From an optimization exercise on the open Yosys and OpenROAD flow, aimed at small area; shortcuts taken in it are not production practice.
Where RTL was checked, it was by simulation tests only, not by an equivalence proof against the original.
Power figures rest on the tool's default switching activity, not on a simulated workload.

==> module FIR_filter, before the edit <==
module FIR_filter #(parameter order = 10)(
	input logic clk,
	input logic reset,
	input logic x_valid,
	input logic signed [23:0] x,
	input logic [16*order - 1:0] h,
	output logic signed [39:0] y
);
	localparam int R = order - 1;		 
	logic [23:0] ring [0:R - 1];		 
	logic [23:0] hold;			 
	logic [3:0] age;			 
	logic pend;				 
	logic ins;				 
	logic last;				 
	logic [3:0] left;			 
	logic [3:0] nvalid;			 
	logic [3:0] k;				 
	logic use_k;				 
	logic [39:0] acc;
	wire [23:0] tail = ring[R - 1];
	wire [23:0] smp = last ? hold : tail;
	logic [3:0] age_n, left_n, nvalid_n, k_n;
	logic pend_n, use_n;
	always_comb begin
		if (reset) begin
			pend_n = 1'b0;
			left_n = '0;
			nvalid_n = '0;
			age_n = R - 1;
		end else if (x_valid) begin
			pend_n = 1'b1;
			left_n = order;
			nvalid_n = (nvalid == order) ? nvalid : nvalid + 4'd1;
			age_n = (age == 0) ? R : age;
		end else begin
			pend_n = pend & ~ins;
			left_n = (left != 0) ? left - 4'd1 : left;
			nvalid_n = nvalid;
			if (pend && !ins)
				age_n = (age == 1) ? R : age - 4'd1;	 
			else
				age_n = (age == 0) ? R - 1 : age - 4'd1;	 
		end
		k_n = (left_n == 1) ? 4'd0 : age_n;
		use_n = (left_n != 0) && (k_n < nvalid_n);
	end
	logic [15:0] tap;
	always_comb begin
		tap = '0;
		for (int j = 0; j < order; j++)
			if (use_k && k == j) tap = tap | h[16*j +: 16];
	end
	logic [39:0] sum;
	mac_mult u_mult (.a(tap), .b(smp), .acc(acc), .p(sum));
	always_ff @(posedge clk) begin
		ring[0] <= ins ? hold : tail;
		for (int i = 1; i < R; i++) ring[i] <= ring[i - 1];
		if (x_valid) hold <= x;
		acc <= x_valid ? 40'd0 : sum;
		k <= k_n;
		use_k <= use_n;
		pend <= pend_n;
		ins <= pend_n && age_n == R;
		last <= left_n == 1;
		left <= left_n;
		nvalid <= nvalid_n;
		age <= age_n;
	end
	assign y = acc;
endmodule
==> flow/config.mk <==
export PLATFORM = sky130hd
export DESIGN_NAME = FIR_filter
export DESIGN_NICKNAME = FIR_filter
export VERILOG_FILES = /design/flow/design.v
export SDC_FILE = /design/flow/constraint.sdc
export NUM_CORES = 4
export LEC_CHECK = 0
export CAP_MARGIN = 0
export CORE_MARGIN = 2
export CORE_UTILIZATION = 40
export CTS_BUF_LIST = sky130_fd_sc_hd__clkbuf_8
export CTS_CLUSTER_DIAMETER = 50
export CTS_CLUSTER_SIZE = 16
export SLEW_MARGIN = 0
export SYNTH_HIERARCHICAL = 1
==> flow/constraint.sdc <==
create_clock -name core_clock -period 10.0 [get_ports {clk}]
set_input_delay 2.0000 -clock core_clock [delete_from_list [all_inputs] [get_ports {clk}]]
set_output_delay 2.0000 -clock core_clock [all_outputs]
set_load 0.01 [all_outputs]
standard.sh (not shown) runs the stock make flow with config.mk's settings and CLKGATE_MAP_FILE= SYNTH_SCRIPT=/design/flow/synth_recipe.tcl, a recipe that flattens the netlist after the stock synthesis.
==> flow/flow/run.sh <==
#!/bin/bash
# The standard layout, with three changes to how it is made:
#  - ports are buffered with the smallest buffer (buf_1) instead of the default choice;
#  - before floorplanning, combinational cells that synthesis upsized are set back to their
#    smallest size (downsize.tcl); the flow's timing repair upsizes again where needed;
#  - clock tree synthesis adds no dummy load cells.
# make's full output goes to flow_make.log; each step's log is under orfs/logs/.
set -euo pipefail
here=$(pwd)
bash standard.sh \
  "BUFFER_PORTS_ARGS=-buffer_cell sky130_fd_sc_hd__buf_1" \
  "PRE_FLOORPLAN_TCL=$here/flow/downsize.tcl" \
  "CTS_ARGS=-sink_clustering_enable -repair_clock_nets -sink_clustering_size 16 -sink_clustering_max_diameter 50 -buf_list sky130_fd_sc_hd__clkbuf_8 -dont_use_dummy_load" \
  finish > "$here/flow_make.log" 2>&1
==> flow/flow/downsize.tcl <==
# Set every combinational cell that is not a buffer, delay or clock cell to the smallest
# size of its kind (for example a22oi_2 -> a22oi_1). Sequential cells are left alone.
set db [ord::get_db]
set n 0
foreach inst [[ord::get_db_block] getInsts] {
  set master [$inst getMaster]
  set name [$master getName]
  if { ![regexp {^sky130_fd_sc_hd__([a-z0-9]+)_([0-9]+)$} $name -> base drive] } { continue }
  if { [regexp {^(df|edf|sdf|sedf|dl|clk|buf|dly|conb|tap|fill|decap|diode|probe|lpflow)} $base] } { continue }
  set best $master
  foreach d {0 1 2} {
    set cand [$db findMaster "sky130_fd_sc_hd__${base}_$d"]
    if { $cand ne "NULL" && [$cand getWidth] < [[set best] getWidth] } { set best $cand }
  }
  if { $best ne $master } {
    replace_cell [$inst getName] [$best getName]
    incr n
  }
}
puts "downsize.tcl: resized $n instances"
Then changed:
--- a/flow/design.v
+++ b/flow/design.v
@@ -1153,17 +1153,15 @@
 	logic pend;				 
 	logic ins;				 
 	logic last;				 
 	logic [3:0] left;			 
 	logic [3:0] nvalid;			 
-	logic [3:0] k;				 
-	logic use_k;				 
 	logic [39:0] acc;
 	wire [23:0] tail = ring[R - 1];
 	wire [23:0] smp = last ? hold : tail;
-	logic [3:0] age_n, left_n, nvalid_n, k_n;
-	logic pend_n, use_n;
+	logic [3:0] age_n, left_n, nvalid_n;
+	logic pend_n;
 	always_comb begin
 		if (reset) begin
 			pend_n = 1'b0;
 			left_n = '0;
 			nvalid_n = '0;
@@ -1180,13 +1178,13 @@
 			if (pend && !ins)
 				age_n = (age == 1) ? R : age - 4'd1;	 
 			else
 				age_n = (age == 0) ? R - 1 : age - 4'd1;	 
 		end
-		k_n = (left_n == 1) ? 4'd0 : age_n;
-		use_n = (left_n != 0) && (k_n < nvalid_n);
 	end
+	wire [3:0] k = last ? 4'd0 : age;
+	wire use_k = (left != 0) && (k < nvalid);
 	logic [15:0] tap;
 	always_comb begin
 		tap = '0;
 		for (int j = 0; j < order; j++)
 			if (use_k && k == j) tap = tap | h[16*j +: 16];
@@ -1196,12 +1194,10 @@
 	always_ff @(posedge clk) begin
 		ring[0] <= ins ? hold : tail;
 		for (int i = 1; i < R; i++) ring[i] <= ring[i - 1];
 		if (x_valid) hold <= x;
 		acc <= x_valid ? 40'd0 : sum;
-		k <= k_n;
-		use_k <= use_n;
 		pend <= pend_n;
 		ins <= pend_n && age_n == R;
 		last <= left_n == 1;
 		left <= left_n;
 		nvalid <= nvalid_n;
Result: Sequential power fell by a few percent; worst setup slack is worse by 0.23 ns; non-clock buffer count came out higher by 8; final area increases by a few percent; global-route usage rises by 1.1 points.
No functional check of the RTL was part of the second run of this note.

========
Another version of the RTL of FIR_filter (not shown whole).
Size: ~1,400 cells after synthesis.
==> flow/config.mk <==
export PLATFORM = sky130hd
export DESIGN_NAME = FIR_filter
export DESIGN_NICKNAME = FIR_filter
export VERILOG_FILES = /design/flow/design.v
export SDC_FILE = /design/flow/constraint.sdc
export NUM_CORES = 4
export LEC_CHECK = 0
export CAP_MARGIN = 20
export CORE_MARGIN = 2
export CORE_UTILIZATION = 40
export CTS_BUF_LIST = sky130_fd_sc_hd__clkbuf_8
export CTS_CLUSTER_DIAMETER = 50
export CTS_CLUSTER_SIZE = 16
export SLEW_MARGIN = 20
export SYNTH_HIERARCHICAL = 1
==> flow/constraint.sdc <==
create_clock -name core_clock -period 10.0 [get_ports {clk}]
set_input_delay 2.0000 -clock core_clock [delete_from_list [all_inputs] [get_ports {clk}]]
set_output_delay 2.0000 -clock core_clock [all_outputs]
set_load 0.01 [all_outputs]
==> flow/flow/run.sh <==
#!/bin/bash
# The standard layout, with two changes to how it is made:
#  - ports are buffered with the smallest buffer (buf_1) instead of the default choice;
#  - before floorplanning, combinational cells that synthesis upsized are set back to their
#    smallest size (downsize.tcl); the flow's timing repair upsizes again where needed.
# make's full output goes to flow_make.log; each step's log is under orfs/logs/.
set -euo pipefail
here=$(pwd)
bash standard.sh \
  "BUFFER_PORTS_ARGS=-buffer_cell sky130_fd_sc_hd__buf_1" \
  "PRE_FLOORPLAN_TCL=$here/flow/downsize.tcl" \
  finish > "$here/flow_make.log" 2>&1
Scripts as last shown in full above: flow/flow/downsize.tcl
Edit:
--- a/flow/design.v
+++ b/flow/design.v
@@ -1148,6 +1148,5 @@
 	logic [3:0] left;			 
 	logic [3:0] nvalid;			 
-	logic [3:0] k;				 
-	logic use_k;				 
+	logic [15:0] tap;			 
 	logic [39:0] acc;
 	wire [23:0] tail = ring[R - 1];
@@ -1178,9 +1177,9 @@
 		use_n = (left_n != 0) && (k_n < nvalid_n);
 	end
-	logic [15:0] tap;
+	logic [15:0] tap_n;
 	always_comb begin
-		tap = '0;
+		tap_n = '0;
 		for (int j = 0; j < order; j++)
-			if (use_k && k == j) tap = tap | h[16*j +: 16];
+			if (use_n && k_n == j) tap_n = tap_n | h[16*j +: 16];
 	end
 	logic [39:0] sum;
@@ -1191,6 +1190,5 @@
 		if (x_valid) hold <= x;
 		acc <= x_valid ? 40'd0 : sum;
-		k <= k_n;
-		use_k <= use_n;
+		tap <= tap_n;
 		pend <= pend_n;
 		ins <= pend_n && age_n == R;
- worst setup slack gains 0.89 ns
- design area rises by 3.7%
- power increases by 7.1%
- utilization falls by 0.65 points
- wire length climbs by 6.6%
- via count increases by 6.3%
- cell count is higher by 5.5%
- global-route usage increases by 0.34 points
- worst hold slack improves by 0.025 ns
- sequential power is about the same
- sequential cell count climbs by 11
No functional check of the RTL was part of the second run of this note.

========
## the reference run
Another version of the RTL of FIR_filter (not shown whole).
Size: ~1,400 cells after synthesis.
==> flow/design.v (excerpt) <==
module FIR_filter #(parameter order = 10)(
	input logic clk,
	input logic reset,
	input logic x_valid,
	input logic signed [23:0] x,
	input logic [16*order - 1:0] h,
	output logic signed [39:0] y
);
==> module FIR_filter, before the edit <==
module FIR_filter #(parameter order = 10)(
	input logic clk,
	input logic reset,
	input logic x_valid,
	input logic signed [23:0] x,
	input logic [16*order - 1:0] h,
	output logic signed [39:0] y
);
	localparam int R = order - 1;		 
	logic [23:0] ring [0:R - 1];		 
	logic [23:0] hold;			 
	logic [3:0] age;			 
	logic pend;				 
	logic ins;				 
	logic last;				 
	logic [3:0] left;			 
	logic [3:0] nvalid;			 
	logic [3:0] k;				 
	logic use_k;				 
	logic [39:0] acc;
	wire [23:0] tail = ring[R - 1];
	wire [23:0] smp_n = ~(last ? hold : tail);	 
	logic [3:0] age_n, left_n, nvalid_n, k_n;
	logic pend_n, use_n;
	always_comb begin
		if (reset) begin
			pend_n = 1'b0;
			left_n = '0;
			nvalid_n = '0;
			age_n = R - 1;
		end else if (x_valid) begin
			pend_n = 1'b1;
			left_n = order;
			nvalid_n = (nvalid == order) ? nvalid : nvalid + 4'd1;
			age_n = (age == 0) ? R : age;
		end else begin
			pend_n = pend & ~ins;
			left_n = (left != 0) ? left - 4'd1 : left;
			nvalid_n = nvalid;
			if (pend && !ins)
				age_n = (age == 1) ? R : age - 4'd1;	 
			else
				age_n = (age == 0) ? R - 1 : age - 4'd1;	 
		end
		k_n = (left_n == 1) ? 4'd0 : age_n;
		use_n = (left_n != 0) && (k_n < nvalid_n);
	end
	logic [15:0] tap;
	always_comb begin
		tap = '0;
		for (int j = 0; j < order; j++)
			if (use_k && k == j) tap = tap | h[16*j +: 16];
	end
	logic [39:0] sum;
	mac_mult u_mult (.act(left != 0), .a(tap), .bn(smp_n), .acc(acc), .p(sum));
	always_ff @(posedge clk) begin
		ring[0] <= ins ? hold : tail;
		for (int i = 1; i < R; i++) ring[i] <= ring[i - 1];
		if (x_valid) hold <= x;
		acc <= x_valid ? 40'hAAAE000000 : sum;
		k <= k_n;
		use_k <= use_n;
		pend <= pend_n;
		ins <= pend_n && age_n == R;
		last <= left_n == 1;
		left <= left_n;
		nvalid <= nvalid_n;
		age <= age_n;
	end
	assign y = acc;
endmodule
export LEC_CHECK = 0
export CAP_MARGIN = 0
export CORE_MARGIN = 2
export CORE_UTILIZATION = 60
export SLEW_MARGIN = 0
export SYNTH_HIERARCHICAL = 1
create_clock -name core_clock -period 10.0 [get_ports {clk}]
==> flow/flow/run.sh <==
#!/bin/bash
# The standard layout, with three changes to how it is made:
#  - ports are buffered with the smallest buffer (buf_1) instead of the default choice;
#  - before floorplanning, combinational cells that synthesis upsized are set back to their
#    smallest size (downsize.tcl); the flow's timing repair upsizes again where needed;
#  - clock tree synthesis adds no dummy load cells.
# make's full output goes to flow_make.log; each step's log is under orfs/logs/.
set -euo pipefail
here=$(pwd)
bash standard.sh \
  "BUFFER_PORTS_ARGS=-buffer_cell sky130_fd_sc_hd__buf_1" \
  "PRE_FLOORPLAN_TCL=$here/flow/downsize.tcl" \
  "CTS_ARGS=-sink_clustering_enable -repair_clock_nets -sink_clustering_size 20 -sink_clustering_max_diameter 70 -buf_list sky130_fd_sc_hd__clkbuf_8 -dont_use_dummy_load" \
  finish > "$here/flow_make.log" 2>&1
Scripts as last shown in full above: flow/flow/downsize.tcl
diff inputs: the reference run => the trial run
--- a/flow/design.v
+++ b/flow/design.v
@@ -1112,10 +1112,33 @@
 	input logic b0_n,
 	output logic p
 );
 	assign p = (~one_n & ~b0_n) ^ neg;
 endmodule
+module sel_or10 (
+	input logic [9:0] sel,
+	input logic [9:0] d,
+	output logic y
+);
+	logic n0, n1, n2, n3;
+	aoi222_cell u_a0 (sel[0], d[0], sel[1], d[1], sel[2], d[2], n0);
+	aoi222_cell u_a1 (sel[3], d[3], sel[4], d[4], sel[5], d[5], n1);
+	aoi222_cell u_a2 (sel[6], d[6], sel[7], d[7], sel[8], d[8], n2);
+	assign n3 = ~(sel[9] & d[9]);
+	assign y = ~(n0 & n1 & n2 & n3);
+endmodule
+module aoi222_cell (
+	input logic a1,
+	input logic a2,
+	input logic b1,
+	input logic b2,
+	input logic c1,
+	input logic c2,
+	output logic y
+);
+	assign y = ~((a1 & a2) | (b1 & b2) | (c1 & c2));
+endmodule
 `timescale 1ns/1ps
 module FIR_filter #(parameter order = 10)(
 	input logic clk,
 	input logic reset,
 	input logic x_valid,
@@ -1134,11 +1157,11 @@
 	logic [3:0] nvalid;			 
 	logic [3:0] k;				 
 	logic use_k;				 
 	logic [39:0] acc;
 	wire [23:0] tail = ring[R - 1];
-	wire [23:0] smp_n = ~(last ? hold : tail);	 
+	wire [23:0] smp_n = last ? hold : tail;
 	logic [3:0] age_n, left_n, nvalid_n, k_n;
 	logic pend_n, use_n;
 	always_comb begin
 		if (reset) begin
 			pend_n = 1'b0;
@@ -1160,22 +1183,27 @@
 				age_n = (age == 0) ? R - 1 : age - 4'd1;	 
 		end
 		k_n = (left_n == 1) ? 4'd0 : age_n;
 		use_n = (left_n != 0) && (k_n < nvalid_n);
 	end
+	logic [order - 1:0] sel;		 
+	always_comb
+		for (int j = 0; j < order; j++) sel[j] = use_k && k == j;
 	logic [15:0] tap;
-	always_comb begin
-		tap = '0;
-		for (int j = 0; j < order; j++)
-			if (use_k && k == j) tap = tap | h[16*j +: 16];
+	genvar b;
+	generate
+	for (b = 0; b < 16; b++) begin : tap_mux
+		sel_or10 u_mux (.sel(sel), .d({h[144 + b], h[128 + b], h[112 + b], h[96 + b], h[80 + b],
+			h[64 + b], h[48 + b], h[32 + b], h[16 + b], h[b]}), .y(tap[b]));
 	end
+	endgenerate
 	logic [39:0] sum;
 	mac_mult u_mult (.act(left != 0), .a(tap), .bn(smp_n), .acc(acc), .p(sum));
 	always_ff @(posedge clk) begin
 		ring[0] <= ins ? hold : tail;
 		for (int i = 1; i < R; i++) ring[i] <= ring[i - 1];
-		if (x_valid) hold <= x;
+		if (x_valid) hold <= ~x;
 		acc <= x_valid ? 40'hAAAE000000 : sum;
 		k <= k_n;
 		use_k <= use_n;
 		pend <= pend_n;
 		ins <= pend_n && age_n == R;
- Taking the reference run as the reference, in the trial run combinational fraction of design power increased by 16 points relative to the old numbers; cell count decreased by 20 relative to the old numbers; share of power burned in registers decreased by 12 points relative to the old numbers; insertion delay of the later-clocked pin in the worst-skew pair decreased by 0.02 ns relative to the old numbers; effective utilization at floorplan closely matched the old numbers.
- Compared with the reference run, the trial run shows a slew at the pin closest to its max-slew limit that is 0.0086 ns lower.
- Going from the reference run to the trial run, total power consumption of the routed design grew by more than a quarter.
- h[17] as the origin of the worst setup path was reported by the reference run, and h[101] by the trial run.
- Comparing the reference run and the trial run, the lower cell area power density was measured on the reference run.
- Comparing the reference run with the trial run, the wire length of the first global-routing pass came out essentially unchanged.

## static timing again, ports no longer ideal
How much do the figures lean on ideal ports? The routed layouts below were timed once more, with nothing changed but the port constraints. Step 1: set_driving_cell puts a clkbuf_16 on clk and a buf_2 on each other input, an assumption about the parent block. Step 2 times the ports against the registers' clock, not the clock port: input delays grow and output delays shrink by t, the midpoint of the rising clock arrivals with the driver on. a / b / c = no drivers / after step 1 / after step 2; a / b = the first two.
run | shift t [ns] | setup slack, ns | worst setup path at the end
the first run of note 1 | 0.628 | 1.377 / 1.407 / 0.779 | input to register
the second run of note 1 | 0.660 | 1.144 / 1.144 / 0.988 | input to register
the first run of note 2 | 0.680 | 1.429 / 1.456 / 0.775 | input to register
the second run of note 2 | 0.655 | 2.317 / 2.317 / 2.317 | register to register
the reference run | 0.590 | 1.234 / 1.263 / 0.673 | input to register
the trial run | 0.587 | 0.796 / 0.823 / 0.237 | input to register
After both steps every run listed still meets setup and hold. For the first run of note 2, which loses most, drivers alone change the setup slack by +0.027 ns; drivers and shift together by -0.654 ns.
